Source: an optimization exercise on an open RTL-to-GDS flow (aim: small area and a short achievable clock period). Production flows keep margins and buffers that such runs may drop. Function was checked by simulation only, so behaviour that the tests miss may differ from the original. Power is estimated from default activity; no workload was simulated.

Design MEMCTRL_CORE, start of the top module:
module MEMCTRL_CORE(
   BIST_PASS,
   MEM_ADDR, MEM_CE, MEM_WEB, MEM_OEB, MEM_CSB, MEM_IDATA, MEM_ODATA_SELECT,
   SPARE_MEM_ADDR, SPARE_MEM_CE, SPARE_MEM_WEB, SPARE_MEM_OEB, SPARE_MEM_CSB,
   SPARE_MEM_IDATA, SPARE_MEM_ODATA_SELECT,
   ADDR, CE, CLK, CSB, IDATA, OEB, RSTN, WEB, BIST_EN, BIST_MODE, MEM_ODATA
   );
   input  [15:0]        ADDR;
   input                CE;
   input                CLK;
   input                CSB;
   input [7:0]          IDATA;
   input                OEB;
   input                RSTN;
   input                WEB;
   input                BIST_EN;
   input [2:0]          BIST_MODE;
   input [7:0]          MEM_ODATA;
   output               BIST_PASS;
   output [9:0]         MEM_ADDR;
   output               MEM_CE;
   output               MEM_WEB;
   output [63:0]        MEM_OEB;
   output [63:0]        MEM_CSB;
   output [7:0]         MEM_IDATA;
   output [5:0]         MEM_ODATA_SELECT;
   output [6:0]         SPARE_MEM_ADDR;
   output               SPARE_MEM_CE;
   output               SPARE_MEM_WEB;
   output [24:0]        SPARE_MEM_OEB;
   output [24:0]        SPARE_MEM_CSB;
   output [7:0]         SPARE_MEM_IDATA;
   output [4:0]         SPARE_MEM_ODATA_SELECT;
   localparam NF = 25;           
   wire en0 = BIST_EN & BIST_MODE[0];    
   wire en1 = BIST_EN & BIST_MODE[1];    
   wire en2 = BIST_EN & BIST_MODE[2];    
   wire ent = en1 | en2;                 
   reg       s0, s1, s2, st;
   reg [1:0] k0, k1, k2, kt;
   wire step0 = en0 & s0 & (&k0);
   wire step1 = en1 & s1 & (&k1);
   wire step2 = en2 & s2 & (&k2);
   wire stept = ent & st & (&kt);
  ...
Size in the first run: roughly 2000 cells after synthesis, ~0.022 mm² of cells after synthesis.
==> flow/config.mk <==
export PLATFORM = sky130hd
export DESIGN_NAME = MEMCTRL_CORE
export DESIGN_NICKNAME = MEMCTRL_CORE
export VERILOG_FILES = /design/flow/design.v
export SDC_FILE = /design/flow/constraint.sdc
export NUM_CORES = 4
export LEC_CHECK = 0
export CAP_MARGIN = 0
export CORE_MARGIN = 2
export CORE_UTILIZATION = 65
export CTS_BUF_LIST = sky130_fd_sc_hd__clkbuf_16
export CTS_CLUSTER_DIAMETER = 100
export CTS_CLUSTER_SIZE = 20
export SLEW_MARGIN = 0
==> flow/constraint.sdc <==
create_clock -name core_clock -period 350.0 [get_ports {CLK}]
set_input_delay 70.0000 -clock core_clock [delete_from_list [all_inputs] [get_ports {CLK}]]
set_output_delay 70.0000 -clock core_clock [all_outputs]
set_load 0.01 [all_outputs]
standard.sh (not shown) runs the stock make flow with config.mk's settings and CLKGATE_MAP_FILE= SYNTH_SCRIPT=/design/flow/synth_recipe.tcl, a recipe that flattens the netlist after the stock synthesis.
==> flow/flow/run.sh <==
#!/bin/bash
# The standard layout (standard.sh: standard synthesis, floorplan, place,
# CTS, route, finish), except that the buffers put on the input and output
# ports are the smallest buffer cell instead of the resizer's default choice,
# and the clock tree is built without dummy balancing loads.
# make's full output goes to flow_make.log; each ORFS step keeps its own log
# under orfs/logs/.
set -euo pipefail
bash standard.sh \
  "BUFFER_PORTS_ARGS=-buffer_cell sky130_fd_sc_hd__buf_1" \
  "CTS_ARGS=-sink_clustering_enable -repair_clock_nets -sink_clustering_size 20 -sink_clustering_max_diameter 100 -buf_list sky130_fd_sc_hd__clkbuf_16 -dont_use_dummy_load" \
  finish > flow_make.log 2>&1
The starting point ran to the end with no violations.
Then changed:
==> flow/flow/run.sh (replaced) <==
#!/bin/bash
# The standard layout (standard.sh: standard synthesis, floorplan, place,
# CTS, route, finish), except that the buffers put on the input and output
# ports are the smallest buffer cell instead of the resizer's default choice.
# make's full output goes to flow_make.log; each ORFS step keeps its own log
# under orfs/logs/.
set -euo pipefail
bash standard.sh "BUFFER_PORTS_ARGS=-buffer_cell sky130_fd_sc_hd__buf_1" finish > flow_make.log 2>&1
Settings changed: CAP_MARGIN 0 to 20, CORE_UTILIZATION 65 to 40, SLEW_MARGIN 0 to 20.
Effect: The new run completed without violations. Critical path depth does not change. Final cell count went up by 10%. Area after synthesis stays the same. Setup slack got worse by 170 ps. Via count went down by 1.7%. Maximum frequency stays flat. Synthesized cell count does not change. Total power went up by 2.0%. Worst hold slack got worse by 21 ps. Combinational power went up by about 2%. Routed wire length went up by 4.9%.

========
Starting RTL as in the previous note.
==> flow/config.mk <==
export PLATFORM = sky130hd
export DESIGN_NAME = MEMCTRL_CORE
export DESIGN_NICKNAME = MEMCTRL_CORE
export VERILOG_FILES = /design/flow/design.v
export SDC_FILE = /design/flow/constraint.sdc
export NUM_CORES = 4
export LEC_CHECK = 0
export CAP_MARGIN = 0
export CORE_MARGIN = 2
export CORE_UTILIZATION = 65
export CTS_BUF_LIST = sky130_fd_sc_hd__clkbuf_16
export CTS_CLUSTER_DIAMETER = 100
export CTS_CLUSTER_SIZE = 20
export SLEW_MARGIN = 0
==> flow/constraint.sdc <==
create_clock -name core_clock -period 350.0 [get_ports {CLK}]
set_input_delay 70.0000 -clock core_clock [delete_from_list [all_inputs] [get_ports {CLK}]]
set_output_delay 70.0000 -clock core_clock [all_outputs]
set_load 0.01 [all_outputs]
==> flow/flow/run.sh <==
#!/bin/bash
# The standard layout (standard.sh: standard synthesis, floorplan, place,
# CTS, route, finish), except that the buffers put on the input and output
# ports are the smallest buffer cell instead of the resizer's default choice,
# and the clock tree is built without dummy balancing loads.
# make's full output goes to flow_make.log; each ORFS step keeps its own log
# under orfs/logs/.
set -euo pipefail
bash standard.sh \
  "BUFFER_PORTS_ARGS=-buffer_cell sky130_fd_sc_hd__buf_1" \
  "CTS_ARGS=-sink_clustering_enable -repair_clock_nets -sink_clustering_size 12 -sink_clustering_max_diameter 80 -buf_list sky130_fd_sc_hd__clkbuf_8 -dont_use_dummy_load" \
  finish > flow_make.log 2>&1
Next try:
--- a/flow/flow/run.sh
+++ b/flow/flow/run.sh
@@ -10,3 +10,3 @@
   "BUFFER_PORTS_ARGS=-buffer_cell sky130_fd_sc_hd__buf_1" \
-  "CTS_ARGS=-sink_clustering_enable -repair_clock_nets -sink_clustering_size 12 -sink_clustering_max_diameter 80 -buf_list sky130_fd_sc_hd__clkbuf_8 -dont_use_dummy_load" \
+  "CTS_ARGS=-sink_clustering_enable -repair_clock_nets -sink_clustering_size 20 -sink_clustering_max_diameter 100 -buf_list sky130_fd_sc_hd__clkbuf_16 -dont_use_dummy_load" \
   finish > flow_make.log 2>&1
Settings changed: CAP_MARGIN 0 to 20, SLEW_MARGIN 0 to 20.
The new run went through all stages and came out clean.
Register-to-register slack loses 50 ps.
Synthesized cell count stays the same.
First-iteration DRC count is higher by 4.9%.

==> port drivers added, routing unchanged <==
No port has a modelled driver above. Below, the same layouts with a new extraction and two added sets of constraints. Step 1 sets driving cells, clkbuf_16 on the clock port and buf_2 on the other inputs (assumed; they add their load-dependent delay and slew). Step 2 also shifts input and output timing later by t, the mid clock arrival at the registers, as if the neighbouring blocks saw the same clock. a / b / c = ideal ports / drivers / drivers and shift; a / b = the first two.
| run | t (ns) | setup slack, ns | worst hold slack (ns) | worst register clock-pin slew, ns | pins driven straight from the clock port |
|---|---|---|---|---|---|
| the first run of note 1 | 0.593 | 276.628 / 276.659 / 276.066 | 0.474 / 0.474 / 0.474 | 0.09 / 0.09 | 1 |
| the second run of note 1 | 0.625 | 276.462 / 276.498 / 275.873 | 0.453 / 0.453 / 0.453 | 0.10 / 0.10 | 1 |
| the first run of note 2 | 0.603 | 276.557 / 276.585 / 275.981 | 0.469 / 0.469 / 0.469 | 0.10 / 0.10 | 1 |
| the second run of note 2 | 0.589 | 276.623 / 276.656 / 276.068 | 0.479 / 0.479 / 0.479 | 0.09 / 0.09 | 1 |
After both steps every run listed still meets setup and hold. For the second run of note 1, which loses most, drivers alone change the setup slack by +0.036 ns; drivers and shift together by -0.589 ns.
